What follows belongs to an exercise in optimizing a design on an open flow for small area, a short achievable clock period and few clock cycles; a production flow would make more cautious choices. At most, simulation tests tie the RTL to the original design; equivalence was not proved. No activity file was given, so power comes from the tool's default toggle rates.

==> flow/design.v <==
`timescale 1ns / 1ps
module iterative_divider (
    input  wire [16:0] t_in,
    input  wire        a_in,
    input  wire [15:0] v,
    input  wire        mask,       
    input  wire [6:0]  wx,
    input  wire [6:0]  wy,
    input  wire [16:0] accx_in,
    input  wire        satx_in,
    input  wire [15:0] accy_in,
    input  wire        saty_in,
    output wire [16:0] t_out,
    output wire [16:0] accx_out,
    output wire        satx_out,
    output wire [15:0] accy_out,
    output wire        saty_out
);
    wire [17:0] u  = {t_in, a_in};
    wire [18:0] v1 = {3'b0, v};
    wire [18:0] v2 = {2'b0, v, 1'b0};
    wire [18:0] e1 = {1'b0, u} - v1;
    wire [18:0] e2 = {1'b0, u} - v2;
    wire [18:0] na = ~v1;
    wire [18:0] nb = ~v2;
    wire [18:0] uu = {1'b0, u};
    wire [18:0] cs_s = uu ^ na ^ nb;
    wire [18:0] cs_c = {(uu[17:0] & na[17:0]) | (uu[17:0] & nb[17:0]) | (na[17:0] & nb[17:0]), 1'b0};
    wire [18:0] e3 = cs_s + cs_c + 19'd2;
    wire g1 = ~e1[18];
    wire g2 = ~e2[18];
    wire g3 = ~e3[18];
    wire s3 = g3;
    wire s2 = g2 & ~g3;
    wire s1 = g1 & ~g2;
    wire s0 = ~g1;
    wire [15:0] r = ({16{s3}} & e3[15:0]) | ({16{s2}} & e2[15:0]) |
                    ({16{s1}} & e1[15:0]) | ({16{s0}} & u[15:0]);
    assign t_out = {r, 1'b0};
    wire m = ~mask;
    horner4 #(.W(17)) hx (
        .acc(accx_in), .sat(satx_in), .w(wx),
        .s0(s0 | mask), .s1(s1 & m), .s2(s2 & m), .s3(s3 & m),
        .acc_out(accx_out), .sat_out(satx_out));
    horner4 #(.W(16)) hy (
        .acc(accy_in), .sat(saty_in), .w(wy),
        .s0(s0 | mask), .s1(s1 & m), .s2(s2 & m), .s3(s3 & m),
        .acc_out(accy_out), .sat_out(saty_out));
endmodule
module horner4 #(
    parameter W = 17
) (
    input  wire [W-1:0] acc,
    input  wire         sat,
    input  wire [6:0]   w,
    input  wire         s0, s1, s2, s3,
    output wire [W-1:0] acc_out,
    output wire         sat_out
);
    localparam H = W - 7;                     
    wire [8:0]   w1 = {2'b0, w};
    wire [8:0]   w2 = {1'b0, w, 1'b0};
    wire [8:0]   w3 = w1 + w2;
    wire [7:0]   l1 = {1'b0, acc[6:0]} + {3'b0, w1[8:2]};
    wire [7:0]   l2 = {1'b0, acc[6:0]} + {2'b0, w2[8:2]};
    wire [7:0]   l3 = {1'b0, acc[6:0]} + {1'b0, w3[8:2]};
    wire [H-1:0] hi  = acc[W-1:7];
    wire [H-1:0] hi1 = hi + 1'b1;
    wire top = |hi[H-1:H-2];
    wire all1 = &hi[H-3:0];
    wire [W-1:0] c0 = {hi[H-3:0], acc[6:0], 2'b00};
    wire [W-1:0] c1 = {l1[7] ? hi1[H-3:0] : hi[H-3:0], l1[6:0], w1[1:0]};
    wire [W-1:0] c2 = {l2[7] ? hi1[H-3:0] : hi[H-3:0], l2[6:0], w2[1:0]};
    wire [W-1:0] c3 = {l3[7] ? hi1[H-3:0] : hi[H-3:0], l3[6:0], w3[1:0]};
    assign acc_out = ({W{s0}} & c0) | ({W{s1}} & c1) | ({W{s2}} & c2) | ({W{s3}} & c3);
    assign sat_out = sat | top | (all1 & ((s1 & l1[7]) | (s2 & l2[7]) | (s3 & l3[7])));
endmodule
`timescale 1ns / 1ps
module physics_engine #(
    parameter SCREEN_WIDTH = 320,
    parameter SCREEN_HEIGHT = 240
    ) (
    input  wire        clk,
    input  wire        resetn,
    input  wire        fire,
    input  wire [15:0] axi_Z_dist,
    input  wire [15:0] axi_arrow_vel,
    input  wire [7:0]  wind_x_in,
    input  wire [7:0]  wind_y_in,
    input  wire [8:0]  aim_x,
    input  wire [7:0]  aim_y,
    output wire        result_valid,
    output reg [8:0]   land_x,
    output reg [7:0]   land_y
);
    function [19:0] norm16;      
        input [15:0] x;
        reg   [15:0] y;
        reg   [3:0]  n;
        begin
            y = x; n = 4'd0;
            if (y[15:8] == 8'd0) begin y = {y[7:0], 8'd0};  n[3] = 1'b1; end
            if (y[15:12] == 4'd0) begin y = {y[11:0], 4'd0}; n[2] = 1'b1; end
            if (y[15:14] == 2'd0) begin y = {y[13:0], 2'd0}; n[1] = 1'b1; end
            if (y[15] == 1'b0)    begin y = {y[14:0], 1'b0}; n[0] = 1'b1; end
            norm16 = {n, y};
        end
    endfunction
    function [4:0] bitlen;
        input [16:0] x;
        integer i;
        begin
            bitlen = 5'd0;
            for (i = 0; i < 17; i = i + 1)
                if (x[i]) bitlen = i + 1;
        end
    endfunction
    wire [19:0] nz = norm16(axi_Z_dist);
    wire [19:0] nv = norm16(axi_arrow_vel);
    wire [5:0]  s  = 6'd8 + {2'b0, nv[19:16]} - {2'b0, nz[19:16]};
    wire        zero_q = ~nv[15] | ~nz[15] | s[5];
    reg         busy;        
    reg         fin;         
    reg  [3:0]  cnt;         
    reg  [16:0] t;
    reg         a;
    reg  [14:0] vn;          
    reg  [6:0]  wxm, wym;
    reg         wxn, wyn;
    reg  [8:0]  ax;
    reg  [7:0]  ay;
    reg  [16:0] accx;
    reg  [15:0] accy;
    reg         satx, saty;
    wire [16:0] t_nx;
    wire [16:0] accx_nx;
    wire [15:0] accy_nx;
    wire        satx_nx, saty_nx;
    iterative_divider core (
        .t_in(t), .a_in(a), .v({1'b1, vn}), .mask(cnt[3]), .wx(wxm), .wy(wym),
        .accx_in(accx), .satx_in(satx), .accy_in(accy), .saty_in(saty),
        .t_out(t_nx), .accx_out(accx_nx), .satx_out(satx_nx),
        .accy_out(accy_nx), .saty_out(saty_nx));
    wire [8:0] tx_in = wind_x_in[7] ? aim_x : SCREEN_WIDTH - aim_x;
    wire [8:0] ty_in = wind_y_in[7] ? {1'b0, aim_y} : SCREEN_HEIGHT - {1'b0, aim_y};
    wire d0x_in = (wind_x_in[6:0] == 7'd0) |
                  (wind_x_in[7] ? (aim_x == 9'd0) : (aim_x >= SCREEN_WIDTH));
    wire d0y_in = (wind_y_in[6:0] == 7'd0) |
                  (wind_y_in[7] ? (aim_y == 8'd0) : ({1'b0, aim_y} >= SCREEN_HEIGHT));
    reg  [3:0] jx, jy;
    reg        d0x, d0y;
    always @(posedge clk) begin
        if (fire) begin
            jx  <= bitlen({8'd0, tx_in}) ;
            jy  <= bitlen({8'd0, ty_in}) ;
            d0x <= d0x_in;
            d0y <= d0y_in;
        end
    end
    wire signed [6:0] ex = $signed({3'b0, jx}) + 7'sd6 - $signed({2'b0, cnt, 1'b0});
    wire signed [6:0] ey = $signed({3'b0, jy}) + 7'sd6 - $signed({2'b0, cnt, 1'b0});
    reg  [16:0] mkx;
    reg  [15:0] mky;
    integer i;
    always @* begin
        for (i = 0; i < 17; i = i + 1) mkx[i] = (ex <= i);
        for (i = 0; i < 16; i = i + 1) mky[i] = (ey <= i);
    end
    wire big_x = satx | (|(accx & mkx));
    wire big_y = saty | (|(accy & mky));
    wire det_x = d0x | big_x;
    wire det_y = d0y | big_y;
    wire det   = det_x & det_y;
    assign result_valid = fin | (busy & det);
    wire [10:0] qx = wxn ? {2'b0, ax} - {2'b0, accx[16:8]} : {2'b0, ax} + {2'b0, accx[16:8]};
    wire [9:0]  qy = wyn ? {2'b0, ay} - {2'b0, accy[15:8]} : {2'b0, ay} + {2'b0, accy[15:8]};
    wire fx = busy & big_x;
    wire fy = busy & big_y;
    wire x_lo = wxn & (satx | fx | qx[10]);
    wire x_hi = ~x_lo & ((~wxn & (satx | fx)) | qx >= SCREEN_WIDTH);
    wire y_lo = wyn & (saty | fy | qy[9]);
    wire y_hi = ~y_lo & ((~wyn & (saty | fy)) | qy >= SCREEN_HEIGHT);
    always @* begin
        land_x = x_lo ? 9'd0 : x_hi ? SCREEN_WIDTH - 1 : qx[8:0];
        land_y = y_lo ? 8'd0 : y_hi ? SCREEN_HEIGHT - 1 : qy[7:0];
    end
    always @(posedge clk) begin
        if (!resetn) begin
            busy <= 1'b0;
            fin  <= 1'b0;
        end else if (fire) begin
            busy <= ~zero_q;
            fin  <= zero_q;
        end else begin
            busy <= busy & ~det & (cnt != 4'd0);
            fin  <= busy & ~det & (cnt == 4'd0);
        end
    end
    always @(posedge clk) begin
        if (fire) begin
            vn   <= nv[14:0];
            wxm  <= wind_x_in[6:0];
            wym  <= wind_y_in[6:0];
            wxn  <= wind_x_in[7];
            wyn  <= wind_y_in[7];
            ax   <= aim_x;
            ay   <= aim_y;
        end
    end
    always @(posedge clk) begin
        if (fire) begin
            t    <= s[0] ? {1'b0, nz[15:0]} : {2'b0, nz[15:1]};
            a    <= ~s[0] & nz[0];
            cnt  <= s[4:1];
            accx <= 17'd0;
            accy <= 16'd0;
            satx <= 1'b0;
            saty <= 1'b0;
        end else begin
            t    <= t_nx;
            a    <= 1'b0;
            cnt  <= cnt - 4'd1;
            accx <= accx_nx;
            accy <= accy_nx;
            satx <= satx_nx;
            saty <= saty_nx;
        end
    end
endmodule
clock: 6.0 ns
lec_check: 0
abc_clock_period_in_ps: 3500
cap_margin: 20
core_margin: 2
core_utilization: 40
setup_slack_margin: 1.5
slew_margin: 20
run.sh (not shown) runs the stock make flow with config.mk's settings and CLKGATE_MAP_FILE= SYNTH_SCRIPT=/design/flow/synth_recipe.tcl, a recipe that flattens the netlist after the stock synthesis.
The starting point completed without violations.
Change:
--- a/flow/design.v
+++ b/flow/design.v
@@ -154,49 +154,55 @@
             jx  <= bitlen({8'd0, tx_in}) ;
             jy  <= bitlen({8'd0, ty_in}) ;
             d0x <= d0x_in;
             d0y <= d0y_in;
         end
     end
-    wire signed [6:0] ex = $signed({3'b0, jx}) + 7'sd6 - $signed({2'b0, cnt, 1'b0});
-    wire signed [6:0] ey = $signed({3'b0, jy}) + 7'sd6 - $signed({2'b0, cnt, 1'b0});
+    wire [5:0] fx = {2'b0, jx} + 6'd22 - {1'b0, cnt, 1'b0};
+    wire [5:0] fy = {2'b0, jy} + 6'd22 - {1'b0, cnt, 1'b0};
     reg  [16:0] mkx;
     reg  [15:0] mky;
     integer i;
     always @* begin
-        for (i = 0; i < 17; i = i + 1) mkx[i] = (ex <= i);
-        for (i = 0; i < 16; i = i + 1) mky[i] = (ey <= i);
+        for (i = 0; i < 17; i = i + 1) mkx[i] = (fx <= i + 16);
+        for (i = 0; i < 16; i = i + 1) mky[i] = (fy <= i + 16);
     end
     wire big_x = satx | (|(accx & mkx));
     wire big_y = saty | (|(accy & mky));
     wire det_x = d0x | big_x;
     wire det_y = d0y | big_y;
-    wire det   = det_x & det_y;
-    assign result_valid = fin | (busy & det);
+    reg  done;
+    always @(posedge clk) begin
+        if (!resetn)
+            done <= 1'b0;
+        else if (fire)
+            done <= d0x_in & d0y_in;
+        else
+            done <= busy & ~done & det_x & det_y;
+    end
+    assign result_valid = fin | (busy & done);
     wire [10:0] qx = wxn ? {2'b0, ax} - {2'b0, accx[16:8]} : {2'b0, ax} + {2'b0, accx[16:8]};
     wire [9:0]  qy = wyn ? {2'b0, ay} - {2'b0, accy[15:8]} : {2'b0, ay} + {2'b0, accy[15:8]};
-    wire fx = busy & big_x;
-    wire fy = busy & big_y;
-    wire x_lo = wxn & (satx | fx | qx[10]);
-    wire x_hi = ~x_lo & ((~wxn & (satx | fx)) | qx >= SCREEN_WIDTH);
-    wire y_lo = wyn & (saty | fy | qy[9]);
-    wire y_hi = ~y_lo & ((~wyn & (saty | fy)) | qy >= SCREEN_HEIGHT);
+    wire x_lo = wxn & (satx | qx[10]);
+    wire x_hi = ~x_lo & ((~wxn & satx) | qx >= SCREEN_WIDTH);
+    wire y_lo = wyn & (saty | qy[9]);
+    wire y_hi = ~y_lo & ((~wyn & saty) | qy >= SCREEN_HEIGHT);
     always @* begin
         land_x = x_lo ? 9'd0 : x_hi ? SCREEN_WIDTH - 1 : qx[8:0];
         land_y = y_lo ? 8'd0 : y_hi ? SCREEN_HEIGHT - 1 : qy[7:0];
     end
     always @(posedge clk) begin
         if (!resetn) begin
             busy <= 1'b0;
             fin  <= 1'b0;
         end else if (fire) begin
             busy <= ~zero_q;
             fin  <= zero_q;
         end else begin
-            busy <= busy & ~det & (cnt != 4'd0);
-            fin  <= busy & ~det & (cnt == 4'd0);
+            busy <= busy & ~done & (cnt != 4'd0);
+            fin  <= busy & ~done & (cnt == 4'd0);
         end
     end
     always @(posedge clk) begin
         if (fire) begin
             vn   <= nv[14:0];
             wxm  <= wind_x_in[6:0];
@@ -219,11 +225,11 @@
         end else begin
             t    <= t_nx;
             a    <= 1'b0;
             cnt  <= cnt - 4'd1;
             accx <= accx_nx;
             accy <= accy_nx;
-            satx <= satx_nx;
-            saty <= saty_nx;
+            satx <= satx_nx | big_x;
+            saty <= saty_nx | big_y;
         end
     end
 endmodule
The changed run completed without violations. Maximum frequency climbs by about 13%. Total power drops by about 12%. Clock skew is about the same. Routed wire length drops by about 4.6%. Sequential power hardly moves.
Testbench counts after the change, summed over its fixed seeds: cycles 8,553.
Function not checked in the first run of this note: the RTL went through the layout flow alone.

-- what the ideal ports hide --
Ports are ideal in the flow. The routed layouts listed here were re-timed in OpenROAD. Step 1 (the two cells are an assumption about what drives the block):
set clk [get_ports {clk}]
set_driving_cell -lib_cell sky130_fd_sc_hd__clkbuf_16 $clk
set_driving_cell -lib_cell sky130_fd_sc_hd__buf_2 [delete_from_list [all_inputs] $clk]
Step 2 moves the port delays by t, midway between the first and last clock arrival at a register: inputs arrive t later, outputs are due t later. That takes back most of the time a late clock gives input paths. Three values: ideal ports, drivers, drivers and shift; two values: the first two.
| run | t (ns) | setup slack, ns | worst data-port slew with drivers (ns) | pins driven straight from the clock port |
|---|---|---|---|---|
| the first run | 0.472 | 1.016 / 0.966 / 1.260 | 0.07 | 1 |
| the second run | 0.487 | 1.608 / 1.581 / 1.149 | 0.04 | 1 |
After both steps setup and hold are still met in every run listed. The setup slack of the second run, which loses most, moves by -0.027 ns with the drivers and by -0.459 ns with both steps.
